This is an optimization exercise on Yosys and OpenROAD, whose aim is small area, not a production implementation. RTL that was checked went through simulation tests only; none was proved equivalent to the original. Power figures rest on the tool's default switching activity, not on a simulated workload.

==> flow/design.v (excerpt) <==
module axi_regs #(
    parameter AXI_ADDR_WIDTH = 32,  
    parameter logic [31:0] BASEADDR = 32'h00000000  
    ) (
    input  wire                      axi_aclk,
    input  wire                      axi_aresetn,
    input  wire [AXI_ADDR_WIDTH-1:0] s_axi_awaddr,
    input  wire [2:0]                s_axi_awprot,
    input  wire                      s_axi_awvalid,
    input  wire [7:0]                s_axi_awid,
    input  wire [7:0]                s_axi_awlen,
    input  wire [2:0]                s_axi_awsize,
    output wire                      s_axi_awready,
    input  wire [31:0]               s_axi_wdata,
    input  wire [3:0]                s_axi_wstrb,
    input  wire                      s_axi_wvalid,
    input  wire                      s_axi_wlast,
    output wire                      s_axi_wready,
    input  wire [AXI_ADDR_WIDTH-1:0] s_axi_araddr,
    input  wire [2:0]                s_axi_arprot,
    input  wire                      s_axi_arvalid,
    input  wire [7:0]                s_axi_arid,
    input  wire [7:0]                s_axi_arlen,
    input  wire [2:0]                s_axi_arsize,
    output wire                      s_axi_arready,
    output wire [31:0]               s_axi_rdata,
    output wire [1:0]                s_axi_rresp,
    output wire                      s_axi_rvalid,
    output wire [7:0]                s_axi_rid,
    output wire                      s_axi_rlast,
    input  wire                      s_axi_rready,
    output wire [1:0]                s_axi_bresp,
    output wire                      s_axi_bvalid,
    output wire [7:0]                s_axi_bid,
    input  wire                      s_axi_bready,
    output wire reg0_strobe,  
    output wire [31:0] reg0_value,  
    output wire reg1_strobe,  
    output wire [31:0] reg1_value,  
    output wire reg2_strobe,  
    output wire [31:0] reg2_value,  
    output wire reg3_strobe,  
    output wire [31:0] reg3_value,  
    output wire reg4_strobe,  
    input wire [31:0] reg4_value,  
    output wire reg5_strobe,  
    output wire [31:0] reg5_value,  
    input wire reg6_value_set,  
    output wire reg7_strobe,  
    output wire [31:0] reg7_value,  
    output wire reg8_strobe,  
    output wire [31:0] reg8_value,  
    output wire reg9_strobe,  
    output wire [31:0] reg9_value,  
    output wire reg10_strobe,  
    output wire [31:0] reg10_value,  
    output wire reg11_strobe,  
    output wire [31:0] reg11_value,  
    output wire reg12_strobe,  
    output wire [31:0] reg12_value,  
    output wire reg13_strobe,  
    output wire [31:0] reg13_value,  
    output wire reg14_strobe,  
    output wire [31:0] reg14_value,  
    output wire reg15_strobe,  
    output wire [31:0] reg15_value,  
    output wire reg16_strobe,  
    output wire [31:0] reg16_value,  
    output wire reg17_strobe,  
    output wire [31:0] reg17_value,  
    output wire reg18_strobe,  
    output wire [31:0] reg18_value,  
    output wire reg19_strobe,  
    output wire [31:0] reg19_value,  
    output wire reg20_strobe,  
    output wire [31:0] reg20_value,  
    output wire reg21_strobe,  
    output wire [31:0] reg21_value,  
    output wire reg22_strobe,  
    output wire [31:0] reg22_value,  
    output wire reg23_strobe,  
    output wire [31:0] reg23_value,  
    output wire reg24_strobe,  
    output wire [31:0] reg24_value,  
    output wire reg25_strobe,  
    output wire [31:0] reg25_value,  
    output wire reg26_strobe,  
    output wire [31:0] reg26_value,  
    output wire reg27_strobe,  
    output wire [31:0] reg27_value,  
    output wire reg28_strobe,  
    output wire [31:0] reg28_value,  
    output wire reg29_strobe,  
    output wire [31:0] reg29_value,  
    output wire reg30_strobe,  
    output wire [31:0] reg30_value,  
    output wire reg31_strobe,  
    output wire [31:0] reg31_value  
    );
export LEC_CHECK = 0
export CAP_MARGIN = 20
export CORE_AREA = 4 4 421 421
export DIE_AREA = 0 0 425 425
export PLACE_DENSITY = 0.6
export SLEW_MARGIN = 20
export SYNTH_HIERARCHICAL = 1
create_clock -name core_clock -period 5.0 [get_ports {axi_aclk}]
standard.sh (not shown) runs the stock make flow with config.mk's settings and CLKGATE_MAP_FILE= SYNTH_SCRIPT=/design/flow/synth_recipe.tcl, a recipe that flattens the netlist after the stock synthesis.
==> flow/flow/run.sh <==
#!/bin/bash
# The standard ORFS layout (standard.sh), with two changes in how the
# layout is built:
#  - port buffers use the smallest buffer cell (buf_1) instead of the
#    delay-buffer cell buffer_ports picks by default;
#  - CTS clusters more sinks per leaf buffer and adds no dummy loads.
export BUFFER_PORTS_ARGS="-buffer_cell sky130_fd_sc_hd__buf_1"
export CTS_ARGS="-sink_clustering_enable -repair_clock_nets -dont_use_dummy_load -sink_clustering_size 25 -sink_clustering_max_diameter 100"
bash standard.sh > standard.log 2>&1
Then changed:
--- a/flow/design.v
+++ b/flow/design.v
@@ -284,44 +284,32 @@
     end
     for (genvar i = 0; i < 36; i++) begin: g_wd
         axr_ao22 u_wd (.a1(~w_got), .a2(i < 32 ? s_axi_wdata[i] : s_axi_wstrb[i-32]), .b1(w_got),
                        .b2(i < 32 ? wd_q[i] : ws_q[i-32]), .y(wd_d[i]));
     end
     always_ff @(posedge axi_aclk) begin
         {wa_in, wa_idx} <= wa_d;
         {ws_q, wd_q}    <= wd_d;
     end
-    wire [7:0]  wa_hi;
-    wire [15:0] wa_lo;
-    for (genvar m = 0; m < 8; m++) begin: g_hi
-        assign wa_hi[m] = upd & wa_in & (wa_idx[4:2] == m);
-    end
-    for (genvar k = 0; k < 16; k++) begin: g_lo
-        assign wa_lo[k] = (wa_idx[1:0] == k / 4) & ws_q[k % 4];
-    end
     logic [31:0] wdec;
     always_comb begin
         wdec = '0;
         wdec[wa_idx] = wa_in;
     end
     wire  [31:0] rv [0:31];
     logic        reg6_q;
     for (genvar r = 0; r < 32; r++) begin: g_reg
         if (r != 4 && r != 6) begin: g_rw
-            wire [3:0] we, wen;
-            for (genvar b = 0; b < 4; b++) begin: g_en
-                axr_nand2 u_wen (.a(wa_hi[r / 4]), .b(wa_lo[4 * (r % 4) + b]), .y(wen[b]));
-                axr_inv   u_we  (.a(wen[b]), .y(we[b]));
-            end
+            wire [3:0] we = {4{upd & wdec[r]}} & ws_q;
             wire [31:0] d;
             logic [31:0] q;
             for (genvar i = 0; i < 32; i++) begin: g_bit
-                axr_ao22 u_bit (.a1(we[i/8]), .a2(wd_q[i]), .b1(wen[i/8]), .b2(q[i]), .y(d[i]));
+                axr_ao22 u_bit (.a1(we[i/8]), .a2(wd_q[i]), .b1(~we[i/8]), .b2(q[i]), .y(d[i]));
             end
             always_ff @(posedge axi_aclk or negedge axi_aresetn) begin
                 if (~axi_aresetn) q <= '0;
                 else              q <= d;
             end
             assign rv[r] = q;
         end else begin: g_none
             assign rv[r] = '0;
         end
@@ -398,22 +386,19 @@
     assign s_axi_wready  = wready_q;
     assign s_axi_bvalid  = bvalid_q;
     assign s_axi_bresp   = {2{bresp_q}};
     assign s_axi_bid     = bid_q;
     assign s_axi_arready = arready_q;
     assign s_axi_rvalid  = rvalid_q;
     assign s_axi_rlast   = rvalid_q;
     assign s_axi_rresp   = {2{rresp_q}};
     assign s_axi_rid     = rid_q;
-    wire rvalid_n = ~rvalid_q;
-    for (genvar i = 0; i < 32; i++) begin: g_rdata
-        axr_nor2 u_rdata (.a(rd_n[i]), .b(rvalid_n), .y(s_axi_rdata[i]));
-    end
+    assign s_axi_rdata   = ~(rd_n | {32{~rvalid_q}});
     assign reg4_strobe = reg4_strobe_q;
     assign reg0_value  = rv[0];
     assign reg0_strobe = upd_q & wdec[0];
     assign reg1_value  = rv[1];
     assign reg1_strobe = upd_q & wdec[1];
     assign reg2_value  = rv[2];
     assign reg2_strobe = upd_q & wdec[2];
     assign reg3_value  = rv[3];
     assign reg3_strobe = upd_q & wdec[3];
@@ -476,27 +461,9 @@
 );
     assign y = (a1 & a2) | (b1 & b2);
 endmodule
 module axr_aoi222 (
     input  wire a1, a2, b1, b2, c1, c2,
     output wire y
 );
     assign y = ~((a1 & a2) | (b1 & b2) | (c1 & c2));
 endmodule
-module axr_nand2 (
-    input  wire a, b,
-    output wire y
-);
-    assign y = ~(a & b);
-endmodule
-module axr_inv (
-    input  wire a,
-    output wire y
-);
-    assign y = ~a;
-endmodule
-module axr_nor2 (
-    input  wire a, b,
-    output wire y
-);
-    assign y = ~(a | b);
-endmodule
The changed run finished with timing, DRC and antenna clean.
Power is higher by about 4%.
Cell count is higher by 1.0%.
Clock power is higher by about 4%.
Via count is higher by 5.9%.
Wire length is higher by about 8%.

Starting RTL as in the previous note.
Settings: LEC_CHECK=0, CAP_MARGIN=20, CORE_MARGIN=2, CORE_UTILIZATION=45, PLACE_DENSITY=0.6, SLEW_MARGIN=20, SYNTH_HIERARCHICAL=1; clock period 5.0 ns.
==> flow/flow/run.sh <==
#!/bin/bash
# The standard ORFS layout (standard.sh), with two changes in how the
# layout is built:
#  - port buffers use the smallest buffer cell (buf_1) instead of the
#    delay-buffer cell buffer_ports picks by default;
#  - CTS clusters more sinks per leaf buffer and adds no dummy loads.
export BUFFER_PORTS_ARGS="-buffer_cell sky130_fd_sc_hd__buf_1"
export CTS_ARGS="-sink_clustering_enable -repair_clock_nets -dont_use_dummy_load -sink_clustering_size 25 -sink_clustering_max_diameter 100"
export PLACE_PINS_ARGS="-min_distance 1 -min_distance_in_tracks"
bash standard.sh > standard.log 2>&1
Change:
--- a/flow/design.v
+++ b/flow/design.v
@@ -281,50 +281,38 @@
     for (genvar i = 0; i < 6; i++) begin: g_wa
         axr_ao22 u_wa (.a1(~aw_got), .a2(i == 5 ? aw_in : aw_off[i]), .b1(aw_got),
                        .b2(i == 5 ? wa_in : wa_idx[i]), .y(wa_d[i]));
     end
     for (genvar i = 0; i < 36; i++) begin: g_wd
         axr_ao22 u_wd (.a1(~w_got), .a2(i < 32 ? s_axi_wdata[i] : s_axi_wstrb[i-32]), .b1(w_got),
                        .b2(i < 32 ? wd_q[i] : ws_q[i-32]), .y(wd_d[i]));
     end
     always_ff @(posedge axi_aclk) begin
         {wa_in, wa_idx} <= wa_d;
         {ws_q, wd_q}    <= wd_d;
     end
-    wire [7:0]  wa_hi;
-    wire [15:0] wa_lo;
-    for (genvar m = 0; m < 8; m++) begin: g_hi
-        assign wa_hi[m] = upd & wa_in & (wa_idx[4:2] == m);
-    end
-    for (genvar k = 0; k < 16; k++) begin: g_lo
-        assign wa_lo[k] = (wa_idx[1:0] == k / 4) & ws_q[k % 4];
-    end
     logic [31:0] wdec;
     always_comb begin
         wdec = '0;
         wdec[wa_idx] = wa_in;
     end
     wire  [31:0] rv [0:31];
     logic        reg6_q;
     for (genvar r = 0; r < 32; r++) begin: g_reg
         if (r != 4 && r != 6) begin: g_rw
-            wire [3:0] we, wen;
-            for (genvar b = 0; b < 4; b++) begin: g_en
-                axr_nand2 u_wen (.a(wa_hi[r / 4]), .b(wa_lo[4 * (r % 4) + b]), .y(wen[b]));
-                axr_inv   u_we  (.a(wen[b]), .y(we[b]));
-            end
+            wire [3:0] we = {4{upd & wdec[r]}} & ws_q;
             wire [31:0] d;
             logic [31:0] q;
             for (genvar i = 0; i < 32; i++) begin: g_bit
-                axr_ao22 u_bit (.a1(we[i/8]), .a2(wd_q[i]), .b1(wen[i/8]), .b2(q[i]), .y(d[i]));
+                axr_ao22 u_bit (.a1(we[i/8]), .a2(wd_q[i]), .b1(~we[i/8]), .b2(q[i]), .y(d[i]));
             end
             always_ff @(posedge axi_aclk or negedge axi_aresetn) begin
                 if (~axi_aresetn) q <= '0;
                 else              q <= d;
             end
             assign rv[r] = q;
         end else begin: g_none
             assign rv[r] = '0;
         end
     end
     always_ff @(posedge axi_aclk or negedge axi_aresetn) begin
         if (~axi_aresetn)
@@ -395,28 +383,25 @@
         rd_n    <= rd_n_d;
     end
     assign s_axi_awready = awready_q;
     assign s_axi_wready  = wready_q;
     assign s_axi_bvalid  = bvalid_q;
     assign s_axi_bresp   = {2{bresp_q}};
     assign s_axi_bid     = bid_q;
     assign s_axi_arready = arready_q;
     assign s_axi_rvalid  = rvalid_q;
     assign s_axi_rlast   = rvalid_q;
     assign s_axi_rresp   = {2{rresp_q}};
     assign s_axi_rid     = rid_q;
-    wire rvalid_n = ~rvalid_q;
-    for (genvar i = 0; i < 32; i++) begin: g_rdata
-        axr_nor2 u_rdata (.a(rd_n[i]), .b(rvalid_n), .y(s_axi_rdata[i]));
-    end
+    assign s_axi_rdata   = ~(rd_n | {32{~rvalid_q}});
     assign reg4_strobe = reg4_strobe_q;
     assign reg0_value  = rv[0];
     assign reg0_strobe = upd_q & wdec[0];
     assign reg1_value  = rv[1];
     assign reg1_strobe = upd_q & wdec[1];
     assign reg2_value  = rv[2];
     assign reg2_strobe = upd_q & wdec[2];
     assign reg3_value  = rv[3];
     assign reg3_strobe = upd_q & wdec[3];
     assign reg5_value  = rv[5];
     assign reg5_strobe = upd_q & wdec[5];
     assign reg7_value  = rv[7];
@@ -473,30 +458,12 @@
 module axr_ao22 (
     input  wire a1, a2, b1, b2,
     output wire y
 );
     assign y = (a1 & a2) | (b1 & b2);
 endmodule
 module axr_aoi222 (
     input  wire a1, a2, b1, b2, c1, c2,
     output wire y
 );
     assign y = ~((a1 & a2) | (b1 & b2) | (c1 & c2));
 endmodule
-module axr_nand2 (
-    input  wire a, b,
-    output wire y
-);
-    assign y = ~(a & b);
-endmodule
-module axr_inv (
-    input  wire a,
-    output wire y
-);
-    assign y = ~a;
-endmodule
-module axr_nor2 (
-    input  wire a, b,
-    output wire y
-);
-    assign y = ~(a | b);
-endmodule
Effect: The changed run completed with no timing, DRC or antenna violations; die area came out higher by about 1.2%; clock power came out higher by about 0.9%; combinational power came out lower by about 11%; wire length came out higher by about 5.6%; cell area came out higher by 1.2%; count of clock-buffer cells in the layout stays the same; via count came out higher by about 4%; synthesized area came out higher by 1.2%; setup slack improves by 69 ps; core utilization came out lower by 0.19 points; cell count came out higher by about 1.8%.

== pepper ==
axi_regs, a different RTL version from the one above (not shown whole).
For scale: roughly 3,000 cells after synthesis, ~1,200 I/O pins, ~42,000 µm² of cells after synthesis.
clock: 5.0 ns
lec_check: 0
cap_margin: 20
core_margin: 2
core_utilization: 45
place_density: 0.6
slew_margin: 20
synth_hierarchical: 1
==> flow/flow/run.sh <==
#!/bin/bash
# The standard ORFS layout (standard.sh), with three changes in how the
# layout is built:
#  - port buffers use the smallest buffer cell (buf_1) instead of the
#    delay-buffer cell buffer_ports picks by default;
#  - CTS uses clkbuf_8 leaf buffers for up to 16 sinks each and adds no
#    dummy loads;
#  - IO pins may sit one routing track apart, so the 1234 pins fit on a die
#    sized by CORE_UTILIZATION instead of a die sized by the pin count.
# All of standard.sh's output goes to standard.log here; ORFS's per-step logs
# are under orfs/logs/.
export BUFFER_PORTS_ARGS="-buffer_cell sky130_fd_sc_hd__buf_1"
export CTS_ARGS="-sink_clustering_enable -repair_clock_nets -dont_use_dummy_load -sink_clustering_size 16 -sink_clustering_max_diameter 100 -buf_list sky130_fd_sc_hd__clkbuf_8"
export PLACE_PINS_ARGS="-min_distance 1 -min_distance_in_tracks"
bash standard.sh > standard.log 2>&1
> inputs changed (pepper -> juniper)
--- a/flow/design.v
+++ b/flow/design.v
@@ -351,49 +351,40 @@
             rid_q         <= '0;
         end else begin
             arready_q     <= ar_take;
             resp_q        <= arready_q;
             rvalid_q      <= resp_q | (rvalid_q & ~s_axi_rready);
             reg4_strobe_q <= arready_q & ar_in & (ar_off[4:0] == 5'd4);
             if (resp_q) rresp_q <= rresp_v;
             rid_q         <= rid_d;
         end
     end
     wire [31:0] rsrc [0:31];
-    wire [7:0] ar_hi_n;
-    wire [3:0] ar_lo_n;
-    for (genvar m = 0; m < 8; m++) begin: g_arhi
-        assign ar_hi_n[m] = ~(arready_q & ar_in & (ar_off[4:2] == m));
-    end
-    for (genvar k = 0; k < 4; k++) begin: g_arlo
-        assign ar_lo_n[k] = ~(ar_off[1:0] == k);
-    end
-    wire [31:0] rsel_a, rsel_b;
+    wire [31:0] rsel;
     for (genvar r = 0; r < 32; r++) begin: g_rsrc
         if (r == 4)      begin: g4 assign rsrc[r] = reg4_value; end
         else if (r == 5) begin: g5 assign rsrc[r] = '0; end
         else if (r == 6) begin: g6 assign rsrc[r] = {31'b0, reg6_q}; end
         else             begin: gr assign rsrc[r] = rv[r]; end
-        axr_nor2 u_rsel_a (.a(ar_hi_n[r / 4]), .b(ar_lo_n[r % 4]), .y(rsel_a[r]));
-        axr_nor2 u_rsel_b (.a(ar_hi_n[r / 4]), .b(ar_lo_n[r % 4]), .y(rsel_b[r]));
+        assign rsel[r] = arready_q & ar_in & (ar_off[4:0] == r);
     end
     logic [31:0] rd_n;
     wire  [31:0] rd_n_d;
     for (genvar i = 0; i < 32; i++) begin: g_rbit
         localparam int NS = (i == 0) ? 31 : 30;
         localparam int NG = (NS + 2) / 3;
         wire [3*NG-1:0] s, v;
         for (genvar k = 0; k < 3*NG; k++) begin: g_src
             localparam int R = (k < 5) ? k : k + ((i == 0) ? 1 : 2);
             if (k < NS) begin: g_on
-                assign s[k] = (i < 16) ? rsel_a[R] : rsel_b[R];
+                assign s[k] = rsel[R];
                 assign v[k] = rsrc[R][i];
             end else begin: g_off
                 assign s[k] = 1'b0;
                 assign v[k] = 1'b0;
             end
         end
         wire [NG-1:0] y;
         for (genvar g = 0; g < NG; g++) begin: g_grp
             axr_aoi222 u_aoi (.a1(s[3*g]), .a2(v[3*g]), .b1(s[3*g+1]), .b2(v[3*g+1]),
                               .c1(s[3*g+2]), .c2(v[3*g+2]), .y(y[g]));
         end
==> comparison <==
Looking at the reports, juniper completed the entire flow and the layout it produced met the timing, DRC and antenna checks.
Portion of netlist area occupied by mux cells: juniper vs pepper, no meaningful difference
Compared with pepper, in juniper combinational power went up 17%; core utilization shows no meaningful change; number of gates resized after cts held steady; die area essentially unchanged.
Total sequential power ended up 5.4% lower on juniper than on pepper.
Diff juniper..pepper | cell area | negligible
No functional check of the RTL was part of pepper.

afterwards: timing with drivers on the ports:
Ports are ideal in the flow. The routed layouts listed here were re-timed in OpenROAD.
Step 1 assumes that a clkbuf_16 drives the clock port and a buf_2 every other input.
Step 2, shift: input delay + t, output delay - t, t = (earliest + latest rising clock arrival at the registers) / 2. This alone moves slack from input paths to output paths.
Three values: ideal ports, drivers, drivers and shift; two values: the first two.
run	t, ns	slack for setup (ns)	latest minus earliest clock arrival (ns)	worst register clock-pin slew, ns	cell pins on the clock port's net
the first run of note 1	0.749	0.879 / 0.793 / 0.703	0.076 / 0.076	0.12 / 0.12	1
the second run of note 1	0.764	0.280 / 0.194 / 0.651	0.105 / 0.105	0.11 / 0.11	1
the first run of note 2	0.696	0.572 / 0.503 / 0.842	0.048 / 0.048	0.11 / 0.11	1
the second run of note 2	0.714	0.641 / 0.570 / 0.851	0.090 / 0.090	0.11 / 0.11	1
pepper	0.768	0.887 / 0.820 / 0.685	0.081 / 0.081	0.12 / 0.12	1
juniper	0.816	0.479 / 0.409 / 0.875	0.033 / 0.033	0.12 / 0.12	1
After both steps setup and hold are still met in every run listed. The setup slack of pepper, which loses most, moves by -0.067 ns with the drivers and by -0.202 ns with both steps.
